This design comes from an exercise in tuning for small area and a short achievable clock period on the open sky130 flow, not from production work.
No functional check of the RTL was part of any run shown here.
No activity file was given, so power comes from the tool's default toggle rates.

--- design/flow/constraint.sdc ---
create_clock -name core_clock -period 9.0 [get_ports {clk}]
set_input_delay 1.8000 -clock core_clock [delete_from_list [all_inputs] [get_ports {clk}]]
set_output_delay 1.8000 -clock core_clock [all_outputs]
set_load 0.01 [all_outputs]
--- design/flow/flow/run.sh ---
#!/bin/bash
# Standard ORFS layout with three changes:
#  - after the standard synthesis, full adders are re-polarised (flow/fapol.py)
#    to drop most of the inverters Yosys leaves between them;
#  - input ports are buffered with buf_4 (flow/pre_place.tcl) and output
#    ports with buf_1, instead of the default buffer cell.
# Each tool's output goes to a log file of its own in this folder.
set -euo pipefail
R=orfs/results/${FLOW_PLATFORM}/systolic_array/base
bash standard.sh synth > synth.log 2>&1
python3 flow/fapol.py $R/1_2_yosys.v $R/1_2_yosys_pol.v > fapol.log 2>&1
cp $R/1_2_yosys.v 1_2_yosys_std.v
mv $R/1_2_yosys_pol.v $R/1_2_yosys.v
rm -f $R/1_synth.odb $R/1_synth.sdc
export PRE_GLOBAL_PLACE_TCL=$PWD/flow/pre_place.tcl
export BUFFER_PORTS_ARGS="-outputs -buffer_cell sky130_fd_sc_hd__buf_1"
bash standard.sh finish > layout.log 2>&1
--- design/flow/flow/fapol.py ---
#!/usr/bin/env python3
"""Re-polarise full adders in a flat sky130hd Yosys netlist.

A full adder is self-dual: FA(~a,~b,~c) = (~sum, ~cout).  Yosys's extract_fa
leaves many inverters between adders; this flips adders (inverting all their
inputs and outputs) where that lowers the number of inverters needed, then
rebuilds the inverters: one per signal that some load needs inverted.
usage: fapol.py IN.v OUT.v"""
import re, sys
from collections import defaultdict

src = open(sys.argv[1]).read()
m = re.search(r'^module\s+(\S+)\s*\((.*?)\);', src, re.S | re.M)
top_ports = set(p.strip() for p in m.group(2).split(','))
inst_re = re.compile(r'^(\s*)(sky130_fd_sc_hd__\w+)\s+(\S+)\s*\((.*?)\);\n', re.S | re.M)
pin_re = re.compile(r'\.(\w+)\(\s*(.*?)\s*\)(?=\s*,|\s*$)', re.S)

OUTS = {'X', 'Y', 'Q', 'Q_N', 'SUM', 'COUT', 'HI', 'LO'}
insts = []          # dicts: type, name, pins(dict), span
for mm in inst_re.finditer(src):
    pins = {k: v.strip() for k, v in pin_re.findall(mm.group(4))}
    insts.append(dict(type=mm.group(2), name=mm.group(3), pins=pins, span=mm.span(), indent=mm.group(1)))

driver = {}
loads = defaultdict(list)   # net -> [(inst_idx, pin)]
for i, c in enumerate(insts):
    for p, n in c['pins'].items():
        if p in OUTS:
            driver[n] = (i, p)
        else:
            loads[n].append((i, p))

def is_inv(c):
    return c['type'] in ('sky130_fd_sc_hd__inv_1', 'sky130_fd_sc_hd__inv_2', 'sky130_fd_sc_hd__clkinv_1')

assigned = set()
for am in re.finditer(r'^\s*assign\s+(.*?)\s*=\s*(.*?);', src, re.M):
    assigned.add(am.group(1).strip()); assigned.add(am.group(2).strip())

def portlike(n):
    base = n.split('[')[0].strip()
    return base in top_ports or n in assigned or base in assigned

# removable inverters: input driven by a non-inverter cell, output not portlike
rem = set()
for i, c in enumerate(insts):
    if is_inv(c):
        a, y = c['pins']['A'], c['pins']['Y']
        d = driver.get(a)
        if d is None or is_inv(insts[d[0]]) or portlike(y) or portlike(a):
            continue
        # keep inverters that feed other inverters (chains) as they are
        if any(is_inv(insts[j]) for j, _ in loads[y]):
            continue
        rem.add(i)

# consumers per root: root = net driven by non-inverter (or anything not removed)
# need list entries: (inst_idx, pin, pol) with pol relative to root
need = defaultdict(list)
for n, ls in list(loads.items()):
    d = driver.get(n)
    if d is not None and d[0] in rem:
        continue   # handled through the inverter below
    for (j, p) in ls:
        if j in rem:
            continue
        need[n].append((j, p, 0))
for i in rem:
    a, y = insts[i]['pins']['A'], insts[i]['pins']['Y']
    for (j, p) in loads[y]:
        need[a].append((j, p, 1))

FA = [i for i, c in enumerate(insts) if c['type'].startswith('sky130_fd_sc_hd__fa_')]
isfa = set(FA)
flip = {i: 0 for i in FA}
for i in FA:
    for p in ('A', 'B', 'CIN'):
        n = insts[i]['pins'][p]
        if n.startswith("1'") or n not in need and driver.get(n) is None:
            flip[i] = None   # constant or undriven input: leave alone

def phys(r):
    d = driver.get(r)
    if d and d[0] in isfa and flip.get(d[0]):
        return 1
    return 0

def root_cost(r):
    ph = phys(r)
    for (j, p, q) in need[r]:
        want = q ^ (flip[j] if j in isfa and flip[j] else 0)
        if want != ph:
            return 1
    return 0

def roots_of(i):
    rs = set()
    c = insts[i]
    for p in ('A', 'B', 'CIN'):
        rs.add(inroot[(i, p)])
    for p in ('SUM', 'COUT'):
        if p in c['pins']:
            rs.add(c['pins'][p])
    return rs

inroot = {}
for r, lst in need.items():
    for (j, p, q) in lst:
        inroot[(j, p)] = r
for i in FA:
    for p in ('A', 'B', 'CIN'):
        if (i, p) not in inroot:
            flip[i] = None

total0 = sum(root_cost(r) for r in need)
improved = True
rounds = 0
while improved and rounds < 50:
    improved = False; rounds += 1
    for i in FA:
        if flip[i] is None:
            continue
        rs = roots_of(i)
        before = sum(root_cost(r) for r in rs)
        flip[i] ^= 1
        after = sum(root_cost(r) for r in rs)
        if after < before:
            improved = True
        else:
            flip[i] ^= 1
# simulated annealing on top of the greedy result
import random, math
rng = random.Random(1)
cand = [i for i in FA if flip[i] is not None]
rootsets = {i: roots_of(i) for i in cand}
cur = sum(root_cost(r) for r in need)
best = cur; best_flip = dict(flip)
T = 2.0
steps = 200 * len(cand)
for step in range(steps):
    i = rng.choice(cand)
    rs = rootsets[i]
    before = sum(root_cost(r) for r in rs)
    flip[i] ^= 1
    d = sum(root_cost(r) for r in rs) - before
    if d <= 0 or rng.random() < math.exp(-d / T):
        cur += d
        if cur < best:
            best = cur; best_flip = dict(flip)
    else:
        flip[i] ^= 1
    T = max(0.05, 2.0 * (1 - step / steps))
flip = best_flip
total1 = sum(root_cost(r) for r in need)
print(f"inverters removable {len(rem)}; roots needing an inverter {total0} -> {total1}; "
      f"flipped {sum(1 for v in flip.values() if v)} of {len(FA)}", file=sys.stderr)

# rebuild: for each root, physical polarity ph; loads wanting ~ph get net inv_<k>
newpins = {i: dict(c['pins']) for i, c in enumerate(insts)}
new_invs = []
k = 0
for r, lst in need.items():
    ph = phys(r)
    wrong = []
    for (j, p, q) in lst:
        if (q ^ (flip[j] if j in isfa and flip[j] else 0)) != ph:
            wrong.append((j, p))
        else:
            newpins[j][p] = r
    if not wrong:
        continue
    k += 1
    nn = f"_fapol_{k}_"
    new_invs.append((f"_fapol_inv_{k}_", r, nn))
    for (j, p) in wrong:
        newpins[j][p] = nn
def esc(n):
    return n + " " if n.startswith("\\") else n

# flipped FA outputs keep their net names (they now carry the complement)
out = []
pos = 0
wires = []
for i, c in enumerate(insts):
    s, e = c['span']
    out.append(src[pos:s]); pos = e
    if i in rem:
        continue
    pins = newpins[i]
    body = ",\n".join(f"{c['indent']}    .{p}({esc(n)})" for p, n in pins.items())
    out.append(f"{c['indent']}{c['type']} {c['name']} (\n{body}\n{c['indent']}  );\n")
out.append(src[pos:])
txt = "".join(out)
decl = "".join(f"  wire {nn};\n" for _, _, nn in new_invs)
cells = "".join(f"  sky130_fd_sc_hd__inv_1 {name} (\n    .A({esc(r)}),\n    .Y({nn})\n  );\n" for name, r, nn in new_invs)
idx = txt.rindex("endmodule")
txt = txt[:idx] + cells + txt[idx:]
# declare wires right after the port list
mm = re.search(r'^module\s+\S+\s*\(.*?\);\n', txt, re.S | re.M)
txt = txt[:mm.end()] + decl + txt[mm.end():]
open(sys.argv[2], 'w').write(txt)
print(f"removed {len(rem)} inverters, added {len(new_invs)}", file=sys.stderr)
--- design/flow/design.v ---
module mac_hi (
  input  logic [15:0] hi_q,
  input  logic up, dn,
  output logic [15:0] hi
);
  always_comb begin
    for (int i = 0; i < 16; i++) begin
      hi[i] = hi_q[i] ^ ((up & (&(hi_q | (16'hffff << i)))) |
                         (dn & ~(|(hi_q & ~(16'hffff << i)))));
    end
  end
endmodule
module mac (
  input  logic clk, rst,
  input  logic clear,
  input  logic [7:0] a,    
  input  logic [7:0] b,    
  output logic [31:0] accumulate
);
  logic [15:0] lo_q, hi_q;
  logic pc6_q;
  logic pc10_q;
  logic pc14_q;
  logic up_q, dn_q;
  logic [15:0] lo, hi;
  assign lo[5:0] = lo_q[5:0];
  wire ic7 = lo_q[6] & pc6_q;
  assign lo[6] = lo_q[6] ^ pc6_q;
  wire ic8 = lo_q[7] & ic7;
  assign lo[7] = lo_q[7] ^ ic7;
  wire ic9 = lo_q[8] & ic8;
  assign lo[8] = lo_q[8] ^ ic8;
  wire ic10 = lo_q[9] & ic9;
  assign lo[9] = lo_q[9] ^ ic9;
  wire ic11 = (lo_q[10] & pc10_q) | (lo_q[10] & ic10) | (pc10_q & ic10);
  assign lo[10] = lo_q[10] ^ pc10_q ^ ic10;
  wire ic12 = lo_q[11] & ic11;
  assign lo[11] = lo_q[11] ^ ic11;
  wire ic13 = lo_q[12] & ic12;
  assign lo[12] = lo_q[12] ^ ic12;
  wire ic14 = lo_q[13] & ic13;
  assign lo[13] = lo_q[13] ^ ic13;
  wire ic15 = (lo_q[14] & pc14_q) | (lo_q[14] & ic14) | (pc14_q & ic14);
  assign lo[14] = lo_q[14] ^ pc14_q ^ ic14;
  wire ic16 = lo_q[15] & ic15;
  assign lo[15] = lo_q[15] ^ ic15;
  wire cy = ic16;
  logic up, dn;
  assign up = up_q | (cy & ~dn_q);
  assign dn = dn_q & ~cy;
  mac_hi u_hi (.hi_q, .up, .dn, .hi);
  assign accumulate = {hi, lo};
  wire pp1 = a[0] & b[0];
  wire pp2 = a[0] & b[1];
  wire pp3 = a[0] & b[2];
  wire pp4 = a[0] & b[3];
  wire pp5 = a[0] & b[4];
  wire pp6 = a[0] & b[5];
  wire pp7 = a[0] & b[6];
  wire pp8 = ~(a[0] & b[7]);
  wire pp9 = a[1] & b[0];
  wire pp10 = a[1] & b[1];
  wire pp11 = a[1] & b[2];
  wire pp12 = a[1] & b[3];
  wire pp13 = a[1] & b[4];
  wire pp14 = a[1] & b[5];
  wire pp15 = a[1] & b[6];
  wire pp16 = ~(a[1] & b[7]);
  wire pp17 = a[2] & b[0];
  wire pp18 = a[2] & b[1];
  wire pp19 = a[2] & b[2];
  wire pp20 = a[2] & b[3];
  wire pp21 = a[2] & b[4];
  wire pp22 = a[2] & b[5];
  wire pp23 = a[2] & b[6];
  wire pp24 = ~(a[2] & b[7]);
  wire pp25 = a[3] & b[0];
  wire pp26 = a[3] & b[1];
  wire pp27 = a[3] & b[2];
  wire pp28 = a[3] & b[3];
  wire pp29 = a[3] & b[4];
  wire pp30 = a[3] & b[5];
  wire pp31 = a[3] & b[6];
  wire pp32 = ~(a[3] & b[7]);
  wire pp33 = a[4] & b[0];
  wire pp34 = a[4] & b[1];
  wire pp35 = a[4] & b[2];
  wire pp36 = a[4] & b[3];
  wire pp37 = a[4] & b[4];
  wire pp38 = a[4] & b[5];
  wire pp39 = a[4] & b[6];
  wire pp40 = ~(a[4] & b[7]);
  wire pp41 = a[5] & b[0];
  wire pp42 = a[5] & b[1];
  wire pp43 = a[5] & b[2];
  wire pp44 = a[5] & b[3];
  wire pp45 = a[5] & b[4];
  wire pp46 = a[5] & b[5];
  wire pp47 = a[5] & b[6];
  wire pp48 = ~(a[5] & b[7]);
  wire pp49 = a[6] & b[0];
  wire pp50 = a[6] & b[1];
  wire pp51 = a[6] & b[2];
  wire pp52 = a[6] & b[3];
  wire pp53 = a[6] & b[4];
  wire pp54 = a[6] & b[5];
  wire pp55 = a[6] & b[6];
  wire pp56 = ~(a[6] & b[7]);
  wire pp57 = ~(a[7] & b[0]);
  wire pp58 = ~(a[7] & b[1]);
  wire pp59 = ~(a[7] & b[2]);
  wire pp60 = ~(a[7] & b[3]);
  wire pp61 = ~(a[7] & b[4]);
  wire pp62 = ~(a[7] & b[5]);
  wire pp63 = ~(a[7] & b[6]);
  wire pp64 = a[7] & b[7];
  wire s65 = lo[5] ^ pp6;
  wire c66 = lo[5] & pp6;
  wire s67 = lo[6] ^ pp7 ^ pp14;
  wire c68 = (lo[6] & pp7) | (lo[6] & pp14) | (pp7 & pp14);
  wire s69 = pp21 ^ pp28;
  wire c70 = pp21 & pp28;
  wire s71 = lo[7] ^ pp8 ^ pp15;
  wire c72 = (lo[7] & pp8) | (lo[7] & pp15) | (pp8 & pp15);
  wire s73 = pp22 ^ pp29 ^ pp36;
  wire c74 = (pp22 & pp29) | (pp22 & pp36) | (pp29 & pp36);
  wire s75 = pp43 ^ pp50;
  wire c76 = pp43 & pp50;
  wire s77 = 1'b1 ^ lo[8] ^ pp16;
  wire c78 = (1'b1 & lo[8]) | (1'b1 & pp16) | (lo[8] & pp16);
  wire s79 = pp23 ^ pp30 ^ pp37;
  wire c80 = (pp23 & pp30) | (pp23 & pp37) | (pp30 & pp37);
  wire s81 = pp44 ^ pp51 ^ pp58;
  wire c82 = (pp44 & pp51) | (pp44 & pp58) | (pp51 & pp58);
  wire s83 = lo[9] ^ pp24 ^ pp31;
  wire c84 = (lo[9] & pp24) | (lo[9] & pp31) | (pp24 & pp31);
  wire s85 = pp38 ^ pp45 ^ pp52;
  wire c86 = (pp38 & pp45) | (pp38 & pp52) | (pp45 & pp52);
  wire s87 = lo[10] ^ pp32 ^ pp39;
  wire c88 = (lo[10] & pp32) | (lo[10] & pp39) | (pp32 & pp39);
  wire s89 = lo[3] ^ pp4;
  wire c90 = lo[3] & pp4;
  wire s91 = lo[4] ^ pp5 ^ pp12;
  wire c92 = (lo[4] & pp5) | (lo[4] & pp12) | (pp5 & pp12);
  wire s93 = pp19 ^ pp26;
  wire c94 = pp19 & pp26;
  wire s95 = pp13 ^ pp20 ^ pp27;
  wire c96 = (pp13 & pp20) | (pp13 & pp27) | (pp20 & pp27);
  wire s97 = pp34 ^ pp41 ^ s65;
  wire c98 = (pp34 & pp41) | (pp34 & s65) | (pp41 & s65);
  wire s99 = pp35 ^ pp42 ^ pp49;
  wire c100 = (pp35 & pp42) | (pp35 & pp49) | (pp42 & pp49);
  wire s101 = c66 ^ s69 ^ s67;
  wire c102 = (c66 & s69) | (c66 & s67) | (s69 & s67);
  wire s103 = pp57 ^ c70 ^ s75;
  wire c104 = (pp57 & c70) | (pp57 & s75) | (c70 & s75);
  wire s105 = c68 ^ s71 ^ s73;
  wire c106 = (c68 & s71) | (c68 & s73) | (s71 & s73);
  wire s107 = c76 ^ c72 ^ c74;
  wire c108 = (c76 & c72) | (c76 & c74) | (c72 & c74);
  wire s109 = s77 ^ s79 ^ s81;
  wire c110 = (s77 & s79) | (s77 & s81) | (s79 & s81);
  wire s111 = pp59 ^ c78 ^ c80;
  wire c112 = (pp59 & c78) | (pp59 & c80) | (c78 & c80);
  wire s113 = c82 ^ s83 ^ s85;
  wire c114 = (c82 & s83) | (c82 & s85) | (s83 & s85);
  wire s115 = pp46 ^ pp53 ^ pp60;
  wire c116 = (pp46 & pp53) | (pp46 & pp60) | (pp53 & pp60);
  wire s117 = c84 ^ c86 ^ s87;
  wire c118 = (c84 & c86) | (c84 & s87) | (c86 & s87);
  wire s119 = lo[11] ^ pp40 ^ pp47;
  wire c120 = (lo[11] & pp40) | (lo[11] & pp47) | (pp40 & pp47);
  wire s121 = pp54 ^ pp61 ^ c88;
  wire c122 = (pp54 & pp61) | (pp54 & c88) | (pp61 & c88);
  wire s123 = lo[12] ^ pp48 ^ pp55;
  wire c124 = (lo[12] & pp48) | (lo[12] & pp55) | (pp48 & pp55);
  wire s125 = lo[2] ^ pp3;
  wire c126 = lo[2] & pp3;
  wire s127 = pp11 ^ pp18 ^ pp25;
  wire c128 = (pp11 & pp18) | (pp11 & pp25) | (pp18 & pp25);
  wire s129 = pp33 ^ c90 ^ s93;
  wire c130 = (pp33 & c90) | (pp33 & s93) | (c90 & s93);
  wire s131 = c94 ^ c92 ^ s95;
  wire c132 = (c94 & c92) | (c94 & s95) | (c92 & s95);
  wire s133 = c96 ^ s99 ^ c98;
  wire c134 = (c96 & s99) | (c96 & c98) | (s99 & c98);
  wire s135 = c100 ^ s103 ^ c102;
  wire c136 = (c100 & s103) | (c100 & c102) | (s103 & c102);
  wire s137 = c104 ^ c106 ^ s107;
  wire c138 = (c104 & c106) | (c104 & s107) | (c106 & s107);
  wire s139 = c108 ^ c110 ^ s111;
  wire c140 = (c108 & c110) | (c108 & s111) | (c110 & s111);
  wire s141 = s115 ^ c112 ^ c114;
  wire c142 = (s115 & c112) | (s115 & c114) | (c112 & c114);
  wire s143 = c116 ^ s119 ^ c118;
  wire c144 = (c116 & s119) | (c116 & c118) | (s119 & c118);
  wire s145 = pp62 ^ c120 ^ s123;
  wire c146 = (pp62 & c120) | (pp62 & s123) | (c120 & s123);
  wire s147 = lo[13] ^ pp56 ^ pp63;
  wire c148 = (lo[13] & pp56) | (lo[13] & pp63) | (pp56 & pp63);
  wire s149 = lo[1] ^ pp2;
  wire c150 = lo[1] & pp2;
  wire s151 = pp10 ^ pp17 ^ s125;
  wire c152 = (pp10 & pp17) | (pp10 & s125) | (pp17 & s125);
  wire s153 = c126 ^ s89 ^ s127;
  wire c154 = (c126 & s89) | (c126 & s127) | (s89 & s127);
  wire s155 = c128 ^ s91 ^ s129;
  wire c156 = (c128 & s91) | (c128 & s129) | (s91 & s129);
  wire s157 = c130 ^ s97 ^ s131;
  wire c158 = (c130 & s97) | (c130 & s131) | (s97 & s131);
  wire s159 = c132 ^ s101 ^ s133;
  wire c160 = (c132 & s101) | (c132 & s133) | (s101 & s133);
  wire s161 = s105 ^ c134 ^ s135;
  wire c162 = (s105 & c134) | (s105 & s135) | (c134 & s135);
  wire s163 = s109 ^ c136 ^ s137;
  wire c164 = (s109 & c136) | (s109 & s137) | (c136 & s137);
  wire s165 = s113 ^ c138 ^ s139;
  wire c166 = (s113 & c138) | (s113 & s139) | (c138 & s139);
  wire s167 = s117 ^ c140 ^ s141;
  wire c168 = (s117 & c140) | (s117 & s141) | (c140 & s141);
  wire s169 = s121 ^ c142 ^ s143;
  wire c170 = (s121 & c142) | (s121 & s143) | (c142 & s143);
  wire s171 = c122 ^ s145 ^ c144;
  wire c172 = (c122 & s145) | (c122 & c144) | (s145 & c144);
  wire s173 = c124 ^ s147 ^ c146;
  wire c174 = (c124 & s147) | (c124 & c146) | (s147 & c146);
  wire s175 = lo[14] ^ pp64 ^ c148;
  wire c176 = (lo[14] & pp64) | (lo[14] & c148) | (pp64 & c148);
  wire s177 = 1'b1 ^ lo[15];
  wire c178 = 1'b1 & lo[15];
  wire [15:0] ra = {c176, c174, c172, c170, c168, c166, c164, c162, c160, c158, c156, c154, c152, c150, s149, lo[0]};
  wire [15:0] rb = {s177, s175, s173, s171, s169, s167, s165, s163, s161, s159, s157, s155, s153, s151, pp9, pp1};
  wire [15:0] sum;
  wire c6;
  assign {c6, sum[5:0]} = {1'b0, ra[5:0]} + {1'b0, rb[5:0]};
  wire c10;
  assign {c10, sum[9:6]} = {1'b0, ra[9:6]} + {1'b0, rb[9:6]};
  wire c14;
  assign {c14, sum[13:10]} = {1'b0, ra[13:10]} + {1'b0, rb[13:10]};
  wire c16;
  assign {c16, sum[15:14]} = {1'b0, ra[15:14]} + {1'b0, rb[15:14]};
  wire t16 = c178;
  always_ff @(posedge clk or posedge rst) begin
    if (rst) begin
      lo_q <= '0;
      hi_q <= '0;
      pc6_q <= 1'b0;
      pc10_q <= 1'b0;
      pc14_q <= 1'b0;
      up_q <= 1'b0;
      dn_q <= 1'b0;
    end else begin
      lo_q <= clear ? 16'd0 : sum;
      hi_q <= clear ? 16'd0 : hi;
      pc6_q <= ~clear & c6;
      pc10_q <= ~clear & c10;
      pc14_q <= ~clear & c14;
      up_q <= ~clear & c16 & t16;
      dn_q <= ~clear & ~c16 & ~t16;
    end
  end
endmodule
module systolic_array #(
  parameter int ROW_DIM = 4
) (
  input logic clk, rst,
  input logic en, clear,
  input logic signed [7:0] row0_in, row1_in, row2_in, row3_in,
  input logic signed [7:0] col0_in, col1_in, col2_in, col3_in,
  output logic signed [31:0] mac00, mac01, mac02, mac03,  
  output logic signed [31:0] mac10, mac11, mac12, mac13,
  output logic signed [31:0] mac20, mac21, mac22, mac23,
  output logic signed [31:0] mac30, mac31, mac32, mac33
);
  logic [7:0] x1 [4], x2 [4], x3 [4];
  logic [3:1] valid;
  logic [7:0] col_in [4];
  assign col_in[0] = col0_in;
  assign col_in[1] = col1_in;
  assign col_in[2] = col2_in;
  assign col_in[3] = col3_in;
  always_ff @(posedge clk or posedge rst) begin
    if (rst) valid <= '0;
    else if (clear) valid <= '0;
    else if (en) valid <= {valid[2:1], 1'b1};
  end
  always_ff @(posedge clk) begin
    if (en) begin
      for (int c = 0; c < 4; c++) begin
        x1[c] <= col_in[c];
        x2[c] <= x1[c];
        x3[c] <= x2[c];
      end
    end
  end
  logic [7:0] a0, a1, a2, a3;
  assign a0 = row0_in & {8{en}};
  assign a1 = row1_in & {8{en}};
  assign a2 = row2_in & {8{en}};
  assign a3 = row3_in & {8{en}};
  logic [7:0] b1 [4], b2 [4], b3 [4];
  always_comb begin
    for (int c = 0; c < 4; c++) begin
      b1[c] = x1[c] & {8{valid[1]}};
      b2[c] = x2[c] & {8{valid[2]}};
      b3[c] = x3[c] & {8{valid[3]}};
    end
  end
  mac u00 (.clk, .rst, .clear, .a(a0), .b(col0_in), .accumulate(mac00));
  mac u01 (.clk, .rst, .clear, .a(a1), .b(b1[0]),   .accumulate(mac01));
  mac u02 (.clk, .rst, .clear, .a(a2), .b(b2[0]),   .accumulate(mac02));
  mac u03 (.clk, .rst, .clear, .a(a3), .b(b3[0]),   .accumulate(mac03));
  mac u10 (.clk, .rst, .clear, .a(a0), .b(col1_in), .accumulate(mac10));
  mac u11 (.clk, .rst, .clear, .a(a1), .b(b1[1]),   .accumulate(mac11));
  mac u12 (.clk, .rst, .clear, .a(a2), .b(b2[1]),   .accumulate(mac12));
  mac u13 (.clk, .rst, .clear, .a(a3), .b(b3[1]),   .accumulate(mac13));
  mac u20 (.clk, .rst, .clear, .a(a0), .b(col2_in), .accumulate(mac20));
  mac u21 (.clk, .rst, .clear, .a(a1), .b(b1[2]),   .accumulate(mac21));
  mac u22 (.clk, .rst, .clear, .a(a2), .b(b2[2]),   .accumulate(mac22));
  mac u23 (.clk, .rst, .clear, .a(a3), .b(b3[2]),   .accumulate(mac23));
  mac u30 (.clk, .rst, .clear, .a(a0), .b(col3_in), .accumulate(mac30));
  mac u31 (.clk, .rst, .clear, .a(a1), .b(b1[3]),   .accumulate(mac31));
  mac u32 (.clk, .rst, .clear, .a(a2), .b(b2[3]),   .accumulate(mac32));
  mac u33 (.clk, .rst, .clear, .a(a3), .b(b3[3]),   .accumulate(mac33));
endmodule
--- design/flow/standard.sh ---
#!/bin/bash
# synth_recipe.tcl (not shown) runs the flow's synth.tcl, then flattens the netlist and writes it again
# the make line also repeats each setting of config.mk as NAME=value (left out here)
make -C /OpenROAD-flow-scripts/flow DESIGN_CONFIG=/design/flow/config.mk WORK_HOME=/design/flow/orfs CLKGATE_MAP_FILE= SYNTH_SCRIPT=/design/flow/synth_recipe.tcl "${@:-finish}"
--- design/flow/config.mk ---
export PLATFORM = sky130hd
export DESIGN_NAME = systolic_array
export DESIGN_NICKNAME = systolic_array
export VERILOG_FILES = /design/flow/design.v
export SDC_FILE = /design/flow/constraint.sdc
export NUM_CORES = 4
export LEC_CHECK = 0
export CAP_MARGIN = 20
export CORE_MARGIN = 2
export CORE_UTILIZATION = 40
export SETUP_SLACK_MARGIN = 3.5
export SLEW_MARGIN = 20
export SYNTH_HIERARCHICAL = 1
--- design/flow/flow/pre_place.tcl ---
# Remove synthesis buffers (as the timing-driven placement does) and buffer
# the input ports here with buf_4; global_place.tcl then buffers the outputs.
# The input buffers are marked dont_touch so that the timing-driven
# placement's remove_buffers keeps them.
remove_buffers
buffer_ports -inputs -buffer_cell sky130_fd_sc_hd__buf_4
foreach inst [get_cells -filter "ref_name == sky130_fd_sc_hd__buf_4"] {
  set_dont_touch $inst
}
==> metrics.md, run 1 <==
| Metric | Value |
|---|---|
| R2r setup slk | 4.26 ns |
| Via count | roughly 47,000 |
| FF/Latch Area | 17,800 sq um |
| Multi-input logic area | 48,400 sq um |
| Top Registers | x1 x32, x2 x32, x3 x32 |
| Reg-to-reg startpoint | u21.lo_q[6]$_DFF_PP0_ |
| First-pass GRT wire length | 283,000 um |
| CP max-delay cell | or4b_4 |
| CTS Buffer Depth | 3 |
| Leak | between 0.03 and 0.04 uW |
| Final setup fails | 0 |
| Core Util, Final | roughly 49% |
| Final Hold Fails | 0 |
| Crit-path cells | ha_4 > ha_4 > ha_4 > ha_4 > fa_2 > ha_4 > ha_4 > ha_4 > fa_2 > ha_4 > nor2_4 > or4b_4 > and4b_2 > mux2i_2 > xnor2_2 > buf_6 |
| Commonest non-fill, non-tap cell in the layout | fa_1 |
| Die height | ~400 um |
| Kind of critical path | flip-flop to primary output |
| CTS buffer count | 93 |
| DRC Markers | 0 |
| WL final | 181,000 um |
| Worst-Skew Late Latency | 0.73 ns |
| Nets@finish | between 8,000 and 9,000 |
| Syn_nets | 7,739 |
| Avg Vias per Cell | 5.15 |
| Fillers | 14,880 |
| TNS Setup | 0 ns |
| Area Growth Syn to Fin | 21.0% |
| PD cells | 321 nW/um^2 |
| Arrival time of the worst setup path | around 4.7 ns |
| TritonCTS clock tree | built |
| Tot GR Track Use | 21.3% |
| Port Buf Inserts | between 500 and 600 |
| Worst R2R Path Depth | 15 |
| Post-synthesis cell count | 6,311 |
| Post-route ant nets | 0 |
| WL/cell | 19.7 um |
| H-tree depth | 3 |
| Worst Skew | 0.0297 ns |
| Core area | 163,000 sq um |
| Avg Inst Size Synth | 10.4 sq um |
| Crit path max fanout | 5 |
| Final min period | 6.54 ns |
| Reg2reg end | u21.lo_q[13]$_DFF_PP0_ |
| Worst slew margin | 27.6% |
| CP bufs+invs | 1 |
| Critical Path Sink Type | primary output |
| Initial Utilization | 40.4% |
| Routability cong. | 0.848 |
| Maxcap violations | 0 |
| Worst path required time | 7.20 ns |
| Hold Path Class | flip-flop to flip-flop |
| Width of the die | about 410 um |
| Warnings, synthesis | 23 |
| Initial detailed-routing violation count | 2,330 |
| Hold path depth | 0 |
| CTS Sinks | 691 |
| Outcome | complete, no violations |
| I/O pin count | 580 |
| Drt first pass iters | 7 |
| FMAX | 153 MHz |
| Slew @ Worst Pin | ~1.1 ns |
| Post-DP HPWL | 132,000 um |
| Most frequent CP cell | ha_4 |
| Worst path max stage delay | 0.53 ns |
| Crit path max-delay family | adder cells |
| RSZ-0062 raised after global routing | yes |
| VDD IR-drop max | 0.288 mV |
| Grt ovf | 0 |
| Max Slew Vio Count | 0 |
| Period utilisation layout | 72.7% |
| Pin count of the biggest net entering global routing | 159 |
| Startpoint type of the worst setup path | flip-flop |
| Clk root buf | clkbuf_16 |
| Vias in the first global route | approximately 50,000 |
| Hold Startpoint | x2[1][5]$_DFFE_PP_ |
| Synth Cell Area | 65,800 sq um |
| Cell row count | 148 |
| Share of post-route cells with drive strength above 1 | 19.7% |
| Hold path endpoint | x3[1][5]$_DFFE_PP_ |
| Initial antenna violation count | 18 |
| Most frequent cells in the layout | fa_1 (816), and2_1 (712), inv_1 (655) |
| Die area | between 150,000 and 200,000 sq um |
| Clock transition at the registers of the reported paths | 0.06 ns |
[through the flow]
| stage | cells | worst slack, ns | hold WS, ns | power, uW | instance area (sq um) |
|---|---|---|---|---|---|
| final | 9215 | 2.46 | 0.450 | 25600 | 79600 |
| after global routing | 9213 | 2.27 | 0.462 | 27900 | 79600 |
| after global placement | 8832 | 2.34 | 0.424 | 18500 | 70100 |
| after detailed placement | 8832 | 2.27 | 0.434 | 18800 | 70100 |
| after CTS | 9111 | 2.35 | 0.460 | 24500 | 76800 |
| after floorplan | 6311 | 3.49 | 0.418 | 15200 | 66400 |
[power breakdown]
group          switching [uW]  leakage [uW]  total, uW  internal, uW
Combinational            8200        0.0269      16100          7950
Sequential               1370       0.00892       5580          4210
Clock                    1550       0.00153       3840          2290
[per-layer routing]
layer	track usage [%]	share of wire, %
met2	35.5	49
met5	0	0.083
met3	5.37	6.6
met1	27.9	42
met4	4.98	2.4
[how the worst max path moves through the flow]
stage | startpoint | endpoint | slack, ns | depth (start not counted)
after floorplan | u00.lo_q[6]$_DFF_PP0_ | mac00[28] | 3.49 | 16
after global placement | en | u11.pc14_q$_DFF_PP0_ | 2.34 | 15
after detailed placement | en | u31.pc14_q$_DFF_PP0_ | 2.27 | 15
after CTS | u22.pc6_q$_DFF_PP0_ | mac22[28] | 2.35 | 16
after global routing | u22.lo_q[6]$_DFF_PP0_ | mac22[28] | 2.27 | 16
final | u22.pc6_q$_DFF_PP0_ | mac22[28] | 2.46 | 16
[worst reg2reg max path, delay by kind of cell, from the launching register on]
kind | cells | cell delay (ns)
adder cells (fa/ha/maj) | 10 | 3.48
flip-flops | 1 | 0.37
multiplexers | 1 | 0.34
AO/OA/AOI/OAI | 2 | 0.32
buffers and inverters | 2 | 0.13
[timing repair]
action | in CTS | in global routing
hold endpoints to repair | 0 | 0
setup buffers | 112 | 99
pin swaps | 367 | 335
setup endpoints to repair | 345 | 299
hold buffers | 0 | 0
gates resized for setup | 635 | 385
gates cloned | 1 | 3
[area by class of cell]
| type | instances | share of cell area (%) |
|---|---|---|
| Antenna cell | 2 | 0.00629 |
| Clock buffer | 133 | 3.46 |
| Clock inverter | 33 | 0.453 |
| Inverter | 657 | 3.10 |
| Multi-Input combinational cell | 4696 | 60.8 |
| Sequential cell | 691 | 22.3 |
| Tap cell | 2175 | 3.42 |
| Timing Repair Buffer | 828 | 6.43 |
==> run 2, diff against run 1 <==
--- a/design/flow/design.v
+++ b/design/flow/design.v
@@ -1,17 +1,5 @@
-module mac_hi (
-  input  logic [15:0] hi_q,
-  input  logic up, dn,
-  output logic [15:0] hi
-);
-  always_comb begin
-    for (int i = 0; i < 16; i++) begin
-      hi[i] = hi_q[i] ^ ((up & (&(hi_q | (16'hffff << i)))) |
-                         (dn & ~(|(hi_q & ~(16'hffff << i)))));
-    end
-  end
-endmodule
 module mac (
   input  logic clk, rst,
-  input  logic clear,
+  input  logic en, clear,
   input  logic [7:0] a,    
   input  logic [7:0] b,    
@@ -19,36 +7,6 @@
 );
   logic [15:0] lo_q, hi_q;
-  logic pc6_q;
-  logic pc10_q;
-  logic pc14_q;
   logic up_q, dn_q;
-  logic [15:0] lo, hi;
-  assign lo[5:0] = lo_q[5:0];
-  wire ic7 = lo_q[6] & pc6_q;
-  assign lo[6] = lo_q[6] ^ pc6_q;
-  wire ic8 = lo_q[7] & ic7;
-  assign lo[7] = lo_q[7] ^ ic7;
-  wire ic9 = lo_q[8] & ic8;
-  assign lo[8] = lo_q[8] ^ ic8;
-  wire ic10 = lo_q[9] & ic9;
-  assign lo[9] = lo_q[9] ^ ic9;
-  wire ic11 = (lo_q[10] & pc10_q) | (lo_q[10] & ic10) | (pc10_q & ic10);
-  assign lo[10] = lo_q[10] ^ pc10_q ^ ic10;
-  wire ic12 = lo_q[11] & ic11;
-  assign lo[11] = lo_q[11] ^ ic11;
-  wire ic13 = lo_q[12] & ic12;
-  assign lo[12] = lo_q[12] ^ ic12;
-  wire ic14 = lo_q[13] & ic13;
-  assign lo[13] = lo_q[13] ^ ic13;
-  wire ic15 = (lo_q[14] & pc14_q) | (lo_q[14] & ic14) | (pc14_q & ic14);
-  assign lo[14] = lo_q[14] ^ pc14_q ^ ic14;
-  wire ic16 = lo_q[15] & ic15;
-  assign lo[15] = lo_q[15] ^ ic15;
-  wire cy = ic16;
-  logic up, dn;
-  assign up = up_q | (cy & ~dn_q);
-  assign dn = dn_q & ~cy;
-  mac_hi u_hi (.hi_q, .up, .dn, .hi);
-  assign accumulate = {hi, lo};
+  wire [15:0] al = lo_q;
   wire pp1 = a[0] & b[0];
   wire pp2 = a[0] & b[1];
@@ -115,32 +73,32 @@
   wire pp63 = ~(a[7] & b[6]);
   wire pp64 = a[7] & b[7];
-  wire s65 = lo[5] ^ pp6;
-  wire c66 = lo[5] & pp6;
-  wire s67 = lo[6] ^ pp7 ^ pp14;
-  wire c68 = (lo[6] & pp7) | (lo[6] & pp14) | (pp7 & pp14);
+  wire s65 = al[5] ^ pp6;
+  wire c66 = al[5] & pp6;
+  wire s67 = al[6] ^ pp7 ^ pp14;
+  wire c68 = (al[6] & pp7) | (al[6] & pp14) | (pp7 & pp14);
   wire s69 = pp21 ^ pp28;
   wire c70 = pp21 & pp28;
-  wire s71 = lo[7] ^ pp8 ^ pp15;
-  wire c72 = (lo[7] & pp8) | (lo[7] & pp15) | (pp8 & pp15);
+  wire s71 = al[7] ^ pp8 ^ pp15;
+  wire c72 = (al[7] & pp8) | (al[7] & pp15) | (pp8 & pp15);
   wire s73 = pp22 ^ pp29 ^ pp36;
   wire c74 = (pp22 & pp29) | (pp22 & pp36) | (pp29 & pp36);
   wire s75 = pp43 ^ pp50;
   wire c76 = pp43 & pp50;
-  wire s77 = 1'b1 ^ lo[8] ^ pp16;
-  wire c78 = (1'b1 & lo[8]) | (1'b1 & pp16) | (lo[8] & pp16);
+  wire s77 = 1'b1 ^ al[8] ^ pp16;
+  wire c78 = (1'b1 & al[8]) | (1'b1 & pp16) | (al[8] & pp16);
   wire s79 = pp23 ^ pp30 ^ pp37;
   wire c80 = (pp23 & pp30) | (pp23 & pp37) | (pp30 & pp37);
   wire s81 = pp44 ^ pp51 ^ pp58;
   wire c82 = (pp44 & pp51) | (pp44 & pp58) | (pp51 & pp58);
-  wire s83 = lo[9] ^ pp24 ^ pp31;
-  wire c84 = (lo[9] & pp24) | (lo[9] & pp31) | (pp24 & pp31);
+  wire s83 = al[9] ^ pp24 ^ pp31;
+  wire c84 = (al[9] & pp24) | (al[9] & pp31) | (pp24 & pp31);
   wire s85 = pp38 ^ pp45 ^ pp52;
   wire c86 = (pp38 & pp45) | (pp38 & pp52) | (pp45 & pp52);
-  wire s87 = lo[10] ^ pp32 ^ pp39;
-  wire c88 = (lo[10] & pp32) | (lo[10] & pp39) | (pp32 & pp39);
-  wire s89 = lo[3] ^ pp4;
-  wire c90 = lo[3] & pp4;
-  wire s91 = lo[4] ^ pp5 ^ pp12;
-  wire c92 = (lo[4] & pp5) | (lo[4] & pp12) | (pp5 & pp12);
+  wire s87 = al[10] ^ pp32 ^ pp39;
+  wire c88 = (al[10] & pp32) | (al[10] & pp39) | (pp32 & pp39);
+  wire s89 = al[3] ^ pp4;
+  wire c90 = al[3] & pp4;
+  wire s91 = al[4] ^ pp5 ^ pp12;
+  wire c92 = (al[4] & pp5) | (al[4] & pp12) | (pp5 & pp12);
   wire s93 = pp19 ^ pp26;
   wire c94 = pp19 & pp26;
@@ -169,12 +127,12 @@
   wire s117 = c84 ^ c86 ^ s87;
   wire c118 = (c84 & c86) | (c84 & s87) | (c86 & s87);
-  wire s119 = lo[11] ^ pp40 ^ pp47;
-  wire c120 = (lo[11] & pp40) | (lo[11] & pp47) | (pp40 & pp47);
+  wire s119 = al[11] ^ pp40 ^ pp47;
+  wire c120 = (al[11] & pp40) | (al[11] & pp47) | (pp40 & pp47);
   wire s121 = pp54 ^ pp61 ^ c88;
   wire c122 = (pp54 & pp61) | (pp54 & c88) | (pp61 & c88);
-  wire s123 = lo[12] ^ pp48 ^ pp55;
-  wire c124 = (lo[12] & pp48) | (lo[12] & pp55) | (pp48 & pp55);
-  wire s125 = lo[2] ^ pp3;
-  wire c126 = lo[2] & pp3;
+  wire s123 = al[12] ^ pp48 ^ pp55;
+  wire c124 = (al[12] & pp48) | (al[12] & pp55) | (pp48 & pp55);
+  wire s125 = al[2] ^ pp3;
+  wire c126 = al[2] & pp3;
   wire s127 = pp11 ^ pp18 ^ pp25;
   wire c128 = (pp11 & pp18) | (pp11 & pp25) | (pp18 & pp25);
@@ -197,8 +155,8 @@
   wire s145 = pp62 ^ c120 ^ s123;
   wire c146 = (pp62 & c120) | (pp62 & s123) | (c120 & s123);
-  wire s147 = lo[13] ^ pp56 ^ pp63;
-  wire c148 = (lo[13] & pp56) | (lo[13] & pp63) | (pp56 & pp63);
-  wire s149 = lo[1] ^ pp2;
-  wire c150 = lo[1] & pp2;
+  wire s147 = al[13] ^ pp56 ^ pp63;
+  wire c148 = (al[13] & pp56) | (al[13] & pp63) | (pp56 & pp63);
+  wire s149 = al[1] ^ pp2;
+  wire c150 = al[1] & pp2;
   wire s151 = pp10 ^ pp17 ^ s125;
   wire c152 = (pp10 & pp17) | (pp10 & s125) | (pp17 & s125);
@@ -225,37 +183,114 @@
   wire s173 = c124 ^ s147 ^ c146;
   wire c174 = (c124 & s147) | (c124 & c146) | (s147 & c146);
-  wire s175 = lo[14] ^ pp64 ^ c148;
-  wire c176 = (lo[14] & pp64) | (lo[14] & c148) | (pp64 & c148);
-  wire s177 = 1'b1 ^ lo[15];
-  wire c178 = 1'b1 & lo[15];
-  wire [15:0] ra = {c176, c174, c172, c170, c168, c166, c164, c162, c160, c158, c156, c154, c152, c150, s149, lo[0]};
+  wire s175 = al[14] ^ pp64 ^ c148;
+  wire c176 = (al[14] & pp64) | (al[14] & c148) | (pp64 & c148);
+  wire s177 = 1'b1 ^ al[15];
+  wire c178 = 1'b1 & al[15];
+  wire [15:0] ra = {c176, c174, c172, c170, c168, c166, c164, c162, c160, c158, c156, c154, c152, c150, s149, al[0]};
   wire [15:0] rb = {s177, s175, s173, s171, s169, s167, s165, s163, s161, s159, s157, s155, s153, s151, pp9, pp1};
-  wire [15:0] sum;
-  wire c6;
-  assign {c6, sum[5:0]} = {1'b0, ra[5:0]} + {1'b0, rb[5:0]};
-  wire c10;
-  assign {c10, sum[9:6]} = {1'b0, ra[9:6]} + {1'b0, rb[9:6]};
-  wire c14;
-  assign {c14, sum[13:10]} = {1'b0, ra[13:10]} + {1'b0, rb[13:10]};
-  wire c16;
-  assign {c16, sum[15:14]} = {1'b0, ra[15:14]} + {1'b0, rb[15:14]};
-  wire t16 = c178;
+  wire [15:0] g0 = ra & rb;
+  wire [15:0] p0 = ra ^ rb;
+  wire G1_1 = g0[1] | (p0[1] & g0[0]);
+  wire P1_1 = p0[1] & p0[0];
+  wire G1_3 = g0[3] | (p0[3] & g0[2]);
+  wire P1_3 = p0[3] & p0[2];
+  wire G1_5 = g0[5] | (p0[5] & g0[4]);
+  wire P1_5 = p0[5] & p0[4];
+  wire G1_7 = g0[7] | (p0[7] & g0[6]);
+  wire P1_7 = p0[7] & p0[6];
+  wire G1_9 = g0[9] | (p0[9] & g0[8]);
+  wire P1_9 = p0[9] & p0[8];
+  wire G1_11 = g0[11] | (p0[11] & g0[10]);
+  wire P1_11 = p0[11] & p0[10];
+  wire G1_13 = g0[13] | (p0[13] & g0[12]);
+  wire P1_13 = p0[13] & p0[12];
+  wire G1_15 = g0[15] | (p0[15] & g0[14]);
+  wire P1_15 = p0[15] & p0[14];
+  wire G2_2 = g0[2] | (p0[2] & G1_1);
+  wire P2_2 = p0[2] & P1_1;
+  wire G2_3 = G1_3 | (P1_3 & G1_1);
+  wire P2_3 = P1_3 & P1_1;
+  wire G2_6 = g0[6] | (p0[6] & G1_5);
+  wire P2_6 = p0[6] & P1_5;
+  wire G2_7 = G1_7 | (P1_7 & G1_5);
+  wire P2_7 = P1_7 & P1_5;
+  wire G2_10 = g0[10] | (p0[10] & G1_9);
+  wire P2_10 = p0[10] & P1_9;
+  wire G2_11 = G1_11 | (P1_11 & G1_9);
+  wire P2_11 = P1_11 & P1_9;
+  wire G2_14 = g0[14] | (p0[14] & G1_13);
+  wire P2_14 = p0[14] & P1_13;
+  wire G2_15 = G1_15 | (P1_15 & G1_13);
+  wire P2_15 = P1_15 & P1_13;
+  wire G4_4 = g0[4] | (p0[4] & G2_3);
+  wire P4_4 = p0[4] & P2_3;
+  wire G4_5 = G1_5 | (P1_5 & G2_3);
+  wire P4_5 = P1_5 & P2_3;
+  wire G4_6 = G2_6 | (P2_6 & G2_3);
+  wire P4_6 = P2_6 & P2_3;
+  wire G4_7 = G2_7 | (P2_7 & G2_3);
+  wire P4_7 = P2_7 & P2_3;
+  wire G4_12 = g0[12] | (p0[12] & G2_11);
+  wire P4_12 = p0[12] & P2_11;
+  wire G4_13 = G1_13 | (P1_13 & G2_11);
+  wire P4_13 = P1_13 & P2_11;
+  wire G4_14 = G2_14 | (P2_14 & G2_11);
+  wire P4_14 = P2_14 & P2_11;
+  wire G4_15 = G2_15 | (P2_15 & G2_11);
+  wire P4_15 = P2_15 & P2_11;
+  wire G8_8 = g0[8] | (p0[8] & G4_7);
+  wire P8_8 = p0[8] & P4_7;
+  wire G8_9 = G1_9 | (P1_9 & G4_7);
+  wire P8_9 = P1_9 & P4_7;
+  wire G8_10 = G2_10 | (P2_10 & G4_7);
+  wire P8_10 = P2_10 & P4_7;
+  wire G8_11 = G2_11 | (P2_11 & G4_7);
+  wire P8_11 = P2_11 & P4_7;
+  wire G8_12 = G4_12 | (P4_12 & G4_7);
+  wire P8_12 = P4_12 & P4_7;
+  wire G8_13 = G4_13 | (P4_13 & G4_7);
+  wire P8_13 = P4_13 & P4_7;
+  wire G8_14 = G4_14 | (P4_14 & G4_7);
+  wire P8_14 = P4_14 & P4_7;
+  wire G8_15 = G4_15 | (P4_15 & G4_7);
+  wire P8_15 = P4_15 & P4_7;
+  wire [16:0] lo;
+  assign lo[0] = p0[0];
+  assign lo[1] = p0[1] ^ g0[0];
+  assign lo[2] = p0[2] ^ G1_1;
+  assign lo[3] = p0[3] ^ G2_2;
+  assign lo[4] = p0[4] ^ G2_3;
+  assign lo[5] = p0[5] ^ G4_4;
+  assign lo[6] = p0[6] ^ G4_5;
+  assign lo[7] = p0[7] ^ G4_6;
+  assign lo[8] = p0[8] ^ G4_7;
+  assign lo[9] = p0[9] ^ G8_8;
+  assign lo[10] = p0[10] ^ G8_9;
+  assign lo[11] = p0[11] ^ G8_10;
+  assign lo[12] = p0[12] ^ G8_11;
+  assign lo[13] = p0[13] ^ G8_12;
+  assign lo[14] = p0[14] ^ G8_13;
+  assign lo[15] = p0[15] ^ G8_14;
+  assign lo[16] = G8_15;
+  wire [1:0] cnt = 2'(c178) + 2'(lo[16]);
+  logic [15:0] hi;
+  always_comb begin
+    for (int i = 0; i < 16; i++) begin
+      hi[i] = hi_q[i] ^ ((up_q & (&(hi_q | (16'hffff << i)))) |
+                         (dn_q & ~(|(hi_q & ~(16'hffff << i)))));
+    end
+  end
+  assign accumulate = {hi, lo_q};
   always_ff @(posedge clk or posedge rst) begin
     if (rst) begin
       lo_q <= '0;
       hi_q <= '0;
-      pc6_q <= 1'b0;
-      pc10_q <= 1'b0;
-      pc14_q <= 1'b0;
       up_q <= 1'b0;
       dn_q <= 1'b0;
     end else begin
-      lo_q <= clear ? 16'd0 : sum;
+      lo_q <= clear ? 16'd0 : en ? lo[15:0] : lo_q;
       hi_q <= clear ? 16'd0 : hi;
-      pc6_q <= ~clear & c6;
-      pc10_q <= ~clear & c10;
-      pc14_q <= ~clear & c14;
-      up_q <= ~clear & c16 & t16;
-      dn_q <= ~clear & ~c16 & ~t16;
+      up_q <= ~clear & en & cnt[1];
+      dn_q <= ~clear & en & ~cnt[1] & ~cnt[0];
     end
   end
@@ -294,9 +329,4 @@
     end
   end
-  logic [7:0] a0, a1, a2, a3;
-  assign a0 = row0_in & {8{en}};
-  assign a1 = row1_in & {8{en}};
-  assign a2 = row2_in & {8{en}};
-  assign a3 = row3_in & {8{en}};
   logic [7:0] b1 [4], b2 [4], b3 [4];
   always_comb begin
@@ -307,19 +337,19 @@
     end
   end
-  mac u00 (.clk, .rst, .clear, .a(a0), .b(col0_in), .accumulate(mac00));
-  mac u01 (.clk, .rst, .clear, .a(a1), .b(b1[0]),   .accumulate(mac01));
-  mac u02 (.clk, .rst, .clear, .a(a2), .b(b2[0]),   .accumulate(mac02));
-  mac u03 (.clk, .rst, .clear, .a(a3), .b(b3[0]),   .accumulate(mac03));
-  mac u10 (.clk, .rst, .clear, .a(a0), .b(col1_in), .accumulate(mac10));
-  mac u11 (.clk, .rst, .clear, .a(a1), .b(b1[1]),   .accumulate(mac11));
-  mac u12 (.clk, .rst, .clear, .a(a2), .b(b2[1]),   .accumulate(mac12));
-  mac u13 (.clk, .rst, .clear, .a(a3), .b(b3[1]),   .accumulate(mac13));
-  mac u20 (.clk, .rst, .clear, .a(a0), .b(col2_in), .accumulate(mac20));
-  mac u21 (.clk, .rst, .clear, .a(a1), .b(b1[2]),   .accumulate(mac21));
-  mac u22 (.clk, .rst, .clear, .a(a2), .b(b2[2]),   .accumulate(mac22));
-  mac u23 (.clk, .rst, .clear, .a(a3), .b(b3[2]),   .accumulate(mac23));
-  mac u30 (.clk, .rst, .clear, .a(a0), .b(col3_in), .accumulate(mac30));
-  mac u31 (.clk, .rst, .clear, .a(a1), .b(b1[3]),   .accumulate(mac31));
-  mac u32 (.clk, .rst, .clear, .a(a2), .b(b2[3]),   .accumulate(mac32));
-  mac u33 (.clk, .rst, .clear, .a(a3), .b(b3[3]),   .accumulate(mac33));
+  mac u00 (.clk, .rst, .en, .clear, .a(row0_in), .b(col0_in), .accumulate(mac00));
+  mac u01 (.clk, .rst, .en, .clear, .a(row1_in), .b(b1[0]),   .accumulate(mac01));
+  mac u02 (.clk, .rst, .en, .clear, .a(row2_in), .b(b2[0]),   .accumulate(mac02));
+  mac u03 (.clk, .rst, .en, .clear, .a(row3_in), .b(b3[0]),   .accumulate(mac03));
+  mac u10 (.clk, .rst, .en, .clear, .a(row0_in), .b(col1_in), .accumulate(mac10));
+  mac u11 (.clk, .rst, .en, .clear, .a(row1_in), .b(b1[1]),   .accumulate(mac11));
+  mac u12 (.clk, .rst, .en, .clear, .a(row2_in), .b(b2[1]),   .accumulate(mac12));
+  mac u13 (.clk, .rst, .en, .clear, .a(row3_in), .b(b3[1]),   .accumulate(mac13));
+  mac u20 (.clk, .rst, .en, .clear, .a(row0_in), .b(col2_in), .accumulate(mac20));
+  mac u21 (.clk, .rst, .en, .clear, .a(row1_in), .b(b1[2]),   .accumulate(mac21));
+  mac u22 (.clk, .rst, .en, .clear, .a(row2_in), .b(b2[2]),   .accumulate(mac22));
+  mac u23 (.clk, .rst, .en, .clear, .a(row3_in), .b(b3[2]),   .accumulate(mac23));
+  mac u30 (.clk, .rst, .en, .clear, .a(row0_in), .b(col3_in), .accumulate(mac30));
+  mac u31 (.clk, .rst, .en, .clear, .a(row1_in), .b(b1[3]),   .accumulate(mac31));
+  mac u32 (.clk, .rst, .en, .clear, .a(row2_in), .b(b2[3]),   .accumulate(mac32));
+  mac u33 (.clk, .rst, .en, .clear, .a(row3_in), .b(b3[3]),   .accumulate(mac33));
 endmodule
==> design/flow/flow/run.sh (replaced) <==
#!/bin/bash
# Standard ORFS layout with two changes:
#  - after the standard synthesis, full adders are re-polarised (flow/fapol.py)
#    to drop most of the inverters Yosys leaves between them;
#  - ports are buffered with sky130_fd_sc_hd__buf_1 instead of the default cell.
# Each tool's output goes to a log file of its own in this folder.
set -euo pipefail
R=orfs/results/${FLOW_PLATFORM}/systolic_array/base
bash standard.sh synth > synth.log 2>&1
python3 flow/fapol.py $R/1_2_yosys.v $R/1_2_yosys_pol.v > fapol.log 2>&1
cp $R/1_2_yosys.v 1_2_yosys_std.v
mv $R/1_2_yosys_pol.v $R/1_2_yosys.v
rm -f $R/1_synth.odb $R/1_synth.sdc
BUFFER_PORTS_ARGS="-buffer_cell sky130_fd_sc_hd__buf_1" bash standard.sh finish > layout.log 2>&1
--- a/design/flow/config.mk
+++ b/design/flow/config.mk
@@ -9,5 +9,5 @@
 export CORE_MARGIN = 2
 export CORE_UTILIZATION = 40
-export SETUP_SLACK_MARGIN = 3.5
+export SETUP_SLACK_MARGIN = 3
 export SLEW_MARGIN = 20
 export SYNTH_HIERARCHICAL = 1
removed: design/flow/flow/pre_place.tcl
==> run 2 against run 1 <==
Net effect: first-iteration DRC count rose by 0.69%; die area fell by 4.8%; wire length fell by 5.5%; non-clock buffer count fell by 188; cell area fell by 11%; cell count fell by 4.1%; count of clock-buffer cells in the layout fell by 14; synthesized cell count fell by 3.1%; critical path type is now input pin to flip-flop; critical endpoint is now u20.dn_q$_DFF_PP0_; largest power group unchanged.
==> metrics.md, run 2 <==
| Metric | Value |
|---|---|
| Outcome | complete, no violations (unchanged) |
| Final min period | 5.77 ns (was 6.54 ns) |
| Top Registers | x1 x32, x2 x32, x3 x32 (unchanged) |
| Initial detailed-routing violation count | 2,346 (was 2,330) |
| DR WL met3 | 12,400 um (was 12,000 um) |
| Area Growth Syn to Fin | 12.7% (was 21.0%) |
| Grt ovf | 0 (unchanged) |
| DRC Markers | 0 (unchanged) |
| Worst-Skew Late Latency | 0.71 ns (was 0.73 ns) |
| Die area | 160,000 sq um (was 168,000 sq um) |
| Hold Startpoint | x2[1][3]$_DFFE_PP_ (was x2[1][5]$_DFFE_PP_) |
| Clock power share | 17.4% (was 15.0%) |
| Arrival time of the worst setup path | 6.39 ns (was 4.74 ns) |
| Comb power frac | 60.7% (was 63.1%) |
| Post-DP HPWL | 131,000 um (was 132,000 um) |
| RSZ-0062 raised after global routing | yes (unchanged) |
| Fillers | 14,892 (was 14,880) |
| Commonest non-fill, non-tap cell in the layout | fa_1 (unchanged) |
| PD cells | 300 nW/um^2 (was 321 nW/um^2) |
| Post-synthesis cell count | 6,115 (was 6,311) |
| Via count | 45,454 (was 47,414) |
| Clock transition at the registers of the reported paths | 0.06 ns (about the same) |
| Met1 WL | 72,400 um (was 76,000 um) |
| Syn_nets | 7,399 (was 7,739) |
| CTS Buffer Depth | 3 (unchanged) |
| Width of the die | 400 um (was 410 um) |
| CTS Hold Bufs | 0 (unchanged) |
| Most frequent cells in the layout | fa_1 (832), and2_1 (660), nand2_1 (624) (was fa_1 (816), and2_1 (712), inv_1 (655)) |
| First-pass GRT wire length | 276,000 um (was 283,000 um) |
| Synth Cell Area | 62,600 sq um (was 65,800 sq um) |
| Worst path required time | 9.62 ns (was 7.20 ns) |
| Hold path depth | 0 (unchanged) |
| Warnings, synthesis | 22 (was 23) |
| Port Buf Inserts | 579 (unchanged) |
| Startpoint type of the worst setup path | input pin (was flip-flop) |
| Avg Inst Size Synth | 10.2 sq um (was 10.4 sq um) |
| TritonCTS clock tree | built (unchanged) |
| Switching share of power | 45.5% (was 43.5%) |
| VDD IR-drop max | 0.236 mV (was 0.288 mV) |
| Pin count of the biggest net entering global routing | 138 (was 159) |
| Sequential Power Share | 21.9% (was 21.8%) |
| Nets@finish | 7,993 (was 8,395) |
| Cell-internal power | 11,500 uW (was 14,400 uW) |
| Cell row count | 145 (was 148) |
| Routability cong. | 0.871 (was 0.848) |
| Total net switching power | 9640 uW (was 11,100 uW) |
| Hold path endpoint | x3[1][3]$_DFFE_PP_ (was x3[1][5]$_DFFE_PP_) |
| Post-route ant nets | 0 (unchanged) |
| Hold Path Class | flip-flop to flip-flop (unchanged) |
| Avg Vias per Cell | 5.14 (was 5.15) |
| Vias in the first global route | 48,802 (was 49,763) |
| Clk root buf | clkbuf_16 (unchanged) |
| Core area | 156,000 sq um (was 163,000 sq um) |
| Tot GR Track Use | 22.1% (was 21.3%) |
| TNS Setup | 0 ns (unchanged) |
| WL/cell | 19.4 um (was 19.7 um) |
| Drt first pass iters | 5 (was 7) |
| Max Slew Vio Count | 0 (unchanged) |
| Crit path max fanout | 19 (was 5) |
| Maxcap violations | 0 (unchanged) |
| Initial antenna violation count | 11 (was 18) |
| Metal2 WL | 81,200 um (was 88,900 um) |
| I/O pin count | 580 (unchanged) |
| Leak | 0.0337 uW (was 0.0374 uW) |
| DR top layer | met5 (unchanged) |
| CTS buffer count | 89 (was 93) |
| CTS Sinks | 643 (was 691) |
| Final setup fails | 0 (unchanged) |
| FMAX | 173 MHz (was 153 MHz) |
| Initial Utilization | 40.2% (was 40.4%) |
| Placed cell area | 67,300 sq um (was 70,100 sq um) |
| WL final | 171,000 um (was 181,000 um) |
| Period utilisation layout | 64.1% (was 72.7%) |
| Share of post-route cells with drive strength above 1 | 5.61% (was 19.7%) |
| Worst R2R Path Depth | 16 (was 15) |
| Die height | 400 um (was 410 um) |
| R2r setup slk | 3.61 ns (was 4.26 ns) |
| Reg-to-reg startpoint | valid[1]$_DFFE_PP0P_ (was u21.lo_q[6]$_DFF_PP0_) |
| Final Hold Fails | 0 (unchanged) |
| Worst Skew | 0.0378 ns (was 0.0297 ns) |
| H-tree depth | 3 (unchanged) |
| Critical Path Sink Type | flip-flop (was primary output) |
| Kind of critical path | input pin to flip-flop (was flip-flop to primary output) |
| Worst slew margin | 43.0% (was 27.6%) |
| Slew @ Worst Pin | 0.855 ns (was 1.09 ns) |
| Finished layout cell area | 70,500 sq um (was 79,600 sq um) |
| Reg2reg end | u21.dn_q$_DFF_PP0_ (was u21.lo_q[13]$_DFF_PP0_) |
## run 2: worst max-delay path by stage
| stage | slack [ns] | cells after the start | startpoint | end |
|---|---|---|---|---|
| after floorplan | 3.12 | 15 | row0_in[7] | u00.dn_q$_DFF_PP0_ |
| after global placement | 1.86 | 17 | row3_in[3] | u23.dn_q$_DFF_PP0_ |
| after detailed placement | 2.05 | 16 | row0_in[6] | u20.dn_q$_DFF_PP0_ |
| after CTS | 3.00 | 16 | row2_in[0] | u32.dn_q$_DFF_PP0_ |
| after global routing | 2.89 | 16 | row0_in[6] | u20.dn_q$_DFF_PP0_ |
| final | 3.23 | 16 | row0_in[6] | u20.dn_q$_DFF_PP0_ |
## run 2: final cells by class
cell class	count	area, sq um	share of cell area [%]
sequential	643	16600	23.5
timing repair buffer	640	2840	4.02
clock buffer	119	2510	3.56
clock inverter	42	519	0.736
inverter	545	2050	2.90
tap	2058	2570	3.65
antenna	4	10.0	0.0142
multi-input combinational	4790	43400	61.6
## run 2: per-stage QoR
step                hold slack [ns]  utilization (%)  worst slack (ns)  cells  power, uW
global placement              0.433             43.2              1.86   8676      17200
floorplan                     0.418                -              3.12   6115      14000
CTS                           0.449             45.2              3.00   8837      21300
finish                        0.451             45.2              3.23   8841      21200
detailed placement            0.435             43.2              2.05   8676      17400
global route                  0.454             45.2              2.89   8837      23300
## run 2: power by group through the flow
stage          logic (uW)  registers, uW  clock network [uW]
4_1_cts             12900           4630                3820
3_3_place_gp        12600           4640                   0
5_1_grt             14600           4760                3930
3_5_place_dp        12800           4670                   0
6_report            12900           4630                3690
2_1_floorplan        9500           4490                   0
## run 2: critical path, cell delays in order
cell      delay, ns
buf_2          0.31
buf_4          0.30
and2_1         0.18
fa_1           0.45
fa_1           0.46
fa_1           0.54
fa_1           0.42
ha_1           0.34
a21oi_1        0.13
o21ai_0        0.13
o31ai_1        0.18
a21bo_2        0.29
a211oi_2       0.27
o21bai_1       0.11
ha_1           0.28
nor3_1         0.17
## run 2: what timing repair did
| action | in CTS | in global routing |
|---|---|---|
| setup buffers | 0 | 0 |
| gates resized for setup | 10 | 54 |
| setup endpoints to repair | 14 | 44 |
## run 2: per-layer routing
layer  global-route usage [%]  vias to the layer above
li1                         -                    21136
met1                     28.5                    23041
met2                     35.9                     1025
met3                     5.88                      246
met4                     7.24                        6
met5                        0                        -

## re-timing with driven ports
In the flow no input, the clock included, has a driving cell. The finished layouts below were timed again as built, in two steps. Step 1 assumes that a clkbuf_16 drives the clock port and a buf_2 every other input. Step 2 moves the port delays by t, midway between the first and last clock arrival at a register: inputs arrive t later, outputs are due t later. That takes back most of the time a late clock gives input paths. a / b / c = ideal ports / drivers / drivers and shift; a / b = the first two.
run	shift t [ns]	setup WS [ns]	worst hold slack (ns)	worst slew at a driven data input, ns	pins driven straight from the clock port
run 1	0.792	2.456 / 2.378 / 2.661	0.450 / 0.450 / 0.450	0.21	1
run 2	0.772	3.232 / 3.264 / 2.493	0.451 / 0.451 / 0.451	0.08	1
After both steps every run listed still meets setup and hold. The setup slack of run 2, which loses most, moves by +0.032 ns with the drivers and by -0.739 ns with both steps.
